This design comes from an exercise in tuning for small area, a short achievable clock period and few clock cycles per item on the open sky130 flow, not from production work. The RTL was checked by simulation tests, not by an equivalence proof against the original design.

## lane 1
==> flow/design.v (excerpt) <==
module avalon_accel(
  input  clk,
  input  reset_n,
  input         avs_write,
  input  [31:0] avs_writedata,
  output [31:0] avs_readdata,
  input  [4:0]  avs_address,
  output logic avm_write,
  output logic avm_read,
  input         avm_waitrequest,
  output logic [31:0] avm_writedata,
  input  [31:0] avm_readdata,
  output logic [31:0] avm_address,
  output logic irq
);
Size: roughly 610 flip-flops, roughly 41000 µm² of cells after synthesis.
Settings: LEC_CHECK=0, CAP_MARGIN=20, CORE_MARGIN=2, CORE_UTILIZATION=40, PLACE_DENSITY=0.6, SETUP_SLACK_MARGIN=2.5, SLEW_MARGIN=20, TNS_END_PERCENT=30; clock period 7.0 ns.
run.sh (not shown) runs the stock make flow with config.mk's settings and CLKGATE_MAP_FILE= SYNTH_SCRIPT=/design/flow/synth_recipe.tcl, a recipe that flattens the netlist after the stock synthesis.
Lane 1 went all the way through the flow, and no timing, DRC or antenna check failed.
Testbench counts of lane 1, summed over its fixed seeds: cycles 15,956, blocks 1,681.
For lane 2, these inputs were changed with respect to lane 1:
Settings: swapping 2.5 for 2.0 in SETUP_SLACK_MARGIN; clearing TNS_END_PERCENT, which used to be 30.
## What came out
Summary of lane 2 over lane 1: path length in cells of the critical path lower, routed length per instance stayed essentially flat.
Looking at via count across lane 2 and lane 1, the one that comes out higher is lane 1.
Lane 1 reports its slowest stage cell on the critical path as sky130_fd_sc_hd__clkdlybuf4s50_1 while lane 2 reports sky130_fd_sc_hd__mux2i_1.
### lane 2 -> lane 3
Settings: SETUP_SLACK_MARGIN: 2.0 -> 2.75.
[summary]
Looking only at first-pass GRT wire length, and setting everything else aside, the higher value of lane 3 and lane 2 goes to lane 3. Sort lane 3 and lane 2 by area of all placed cells without fillers asc -> top: lane 2. Lane 3 packs its core tighter than lane 2. In lane 3, the met1 routing resource usage after global routing came out 2.1 points above the value in lane 2.
The following lists how lane 4 was set up differently from lane 3:
Settings: changing SETUP_SLACK_MARGIN from 2.75 to 2.5; setting CTS_BUF_LIST to sky130_fd_sc_hd__clkbuf_4 sky130_fd_sc_hd__clkbuf_8 for the first time.
Row number of gates resized after cts: lane 4 lower / lane 3 higher
Changes observed in lane 4 relative to lane 3: number of antenna repair diodes now sits lower, sequential share of layout area now sits higher, total vias in the final route now sits lower, count of sequential standard cells now sits at about the same level.
Lane 3 → lane 4: core utilization of the finished layout decreased by 3.6 points relative to the old numbers.


## P
Starting RTL as in the previous note.
// avalon_accel
module avalon_accel(
  input  clk,
  input  reset_n,
  input         avs_write,
  input  [31:0] avs_writedata,
  output [31:0] avs_readdata,
  input  [4:0]  avs_address,
  output logic avm_write,
  output logic avm_read,
  input         avm_waitrequest,
  output logic [31:0] avm_writedata,
  input  [31:0] avm_readdata,
  output logic [31:0] avm_address,
  output logic irq
);
export LEC_CHECK = 0
export CAP_MARGIN = 20
export CORE_MARGIN = 2
export CORE_UTILIZATION = 40
export PLACE_DENSITY = 0.6
export SETUP_SLACK_MARGIN = 2.25
export SLEW_MARGIN = 20
create_clock -name core_clock -period 7.0 [get_ports {clk}]
Testbench counts of P, summed over its fixed seeds: cycles 15,956, blocks 1,681.
### P -> Q
--- a/flow/config.mk
+++ b/flow/config.mk
@@ -10,3 +10,3 @@
-export CORE_UTILIZATION = 40
-export PLACE_DENSITY = 0.6
-export SETUP_SLACK_MARGIN = 2.25
+export CORE_UTILIZATION = 50
+export PLACE_DENSITY = 0.65
+export SETUP_SLACK_MARGIN = 2.5
==> comparison <==
Looking at the reports, Q completed the entire flow and the layout it produced met the timing, design-rule and antenna checks. On number of multi-input combinational cells in the layout, P and Q are basically level. [compare] base=P new=Q: area fraction of clock buffers and clock inverters was more or less identical. Share of the final layout cell area in multi-input gates (higher): Q. Taking P as the reference point, the die height of Q falls by 34 microns. Q ended with more final worst setup slack than P. [compare] base=P new=Q: register fraction of the total cell area went down, number of buffers outside the clock class in the layout moved up, fraction of synthesized area in multiplexers ~0 delta.
Changes in R relative to Q:
--- a/flow/config.mk
+++ b/flow/config.mk
@@ -10,2 +10,2 @@
-export CORE_UTILIZATION = 50
-export PLACE_DENSITY = 0.65
+export CORE_UTILIZATION = 40
+export PLACE_DENSITY = 0.6
- R vs Q, sequential share of layout area went up by 0.53 points.
- Relative to Q, number of antenna violations at the first check in global routing has gone up in R.
#### Input delta (S over R)
--- a/flow/config.mk
+++ b/flow/config.mk
@@ -12 +12 @@
-export SETUP_SLACK_MARGIN = 2.5
+export SETUP_SLACK_MARGIN = 3.0
==> run notes <==
- Relative to R, the aggregate routed wire length of S is higher by 14,000 microns.
- Diff R -> S: via count grew by 2,901; instance count of the mapped netlist essentially unchanged.
#### Input delta (T over S)
--- a/flow/config.mk
+++ b/flow/config.mk
@@ -12 +11,0 @@
-export SETUP_SLACK_MARGIN = 3.0
==> comparison <==
Between S and T, sequential share of layout area is lower for S, T comes in above that.
On data arrival time of the critical path: T sits above S.
Going from S to T, the share of the clock period used by the worst path after layout was found to have gone up by 18 points.
The hold slack of T and that of S are within noise of each other.
T: critical path depth is 6 lower than what S reported.
Die area came out exactly the same in S and T.
Diff S..T | maximum buffer depth of the clock tree | unchanged
Compared with S, T degrades worst setup slack.


avalon_accel again, from the RTL that the note above started with.
Settings: LEC_CHECK=0, CAP_MARGIN=20, CORE_MARGIN=2, CORE_UTILIZATION=55, PLACE_DENSITY=0.7, SETUP_SLACK_MARGIN=3.0, SLEW_MARGIN=20; clock period 7.0 ns.
The first run completed, yet does not pass: max-capacitance violations, max-slew violations.
Testbench counts at the start, summed over its fixed seeds: cycles 15,956, blocks 1,681.
Then changed:
- CORE_UTILIZATION: 55 -> 40
- PLACE_DENSITY: 0.7 -> 0.6
- SETUP_SLACK_MARGIN: 3.0 -> 1.5
Effect: This time the run went through all stages and came out clean. Design area fell by about 21%. Worst setup slack loses 700 ps. Die area climbs by about 37%. Synthesized area stays the same.
Then changed:
- ABC_CLOCK_PERIOD_IN_PS: not set -> 4500
- SETUP_SLACK_MARGIN: 1.5 -> 2.5
After rerunning:
- maximum frequency increases by about a fifth
- clock-buffer cell count decreases by 3
- utilization increases by 4.7 points
- routed wire length increases by a few percent
- worst setup slack improved by 970 ps
- synthesized area is unchanged

-- afterwards: timing with drivers on the ports --
How much do the figures lean on ideal ports? The routed layouts below were timed once more, with nothing changed but the port constraints.
Step 1 sets driving cells, clkbuf_16 on the clock port and buf_2 on the other inputs (assumed; they add their load-dependent delay and slew).
Step 2 times the ports against the registers' clock, not the clock port: input delays grow and output delays shrink by t, the midpoint of the rising clock arrivals with the driver on.
a / b / c = ideal ports / drivers / drivers and shift; a / b = the first two.
run	shift t [ns]	setup WS [ns]	worst data-port slew with drivers (ns)	pins driven straight from the clock port
lane 1	0.709	2.282 / 2.193 / 1.988	0.14	1
lane 2	0.703	1.999 / 1.949 / 1.949	0.09	1
lane 3	0.718	2.521 / 2.521 / 2.187	0.20	1
lane 4	0.836	2.441 / 2.390 / 2.033	0.16	1
P	0.712	2.208 / 2.122 / 2.122	0.09	1
Q	0.708	2.438 / 2.314 / 2.185	0.21	1
R	0.706	2.447 / 2.357 / 2.169	0.14	1
S	0.703	2.533 / 2.533 / 2.338	0.27	1
T	0.704	1.248 / 1.248 / 1.248	0.07	1
the first run of note 3	0.726	2.173 / 2.173 / 2.173	0.22	1
the second run of note 3	0.702	1.477 / 1.477 / 1.477	0.08	1
the third run of note 3	0.706	2.447 / 2.357 / 2.169	0.14	1
The setup slack of lane 4, which loses most, moves by -0.051 ns with the drivers and by -0.408 ns with both steps.
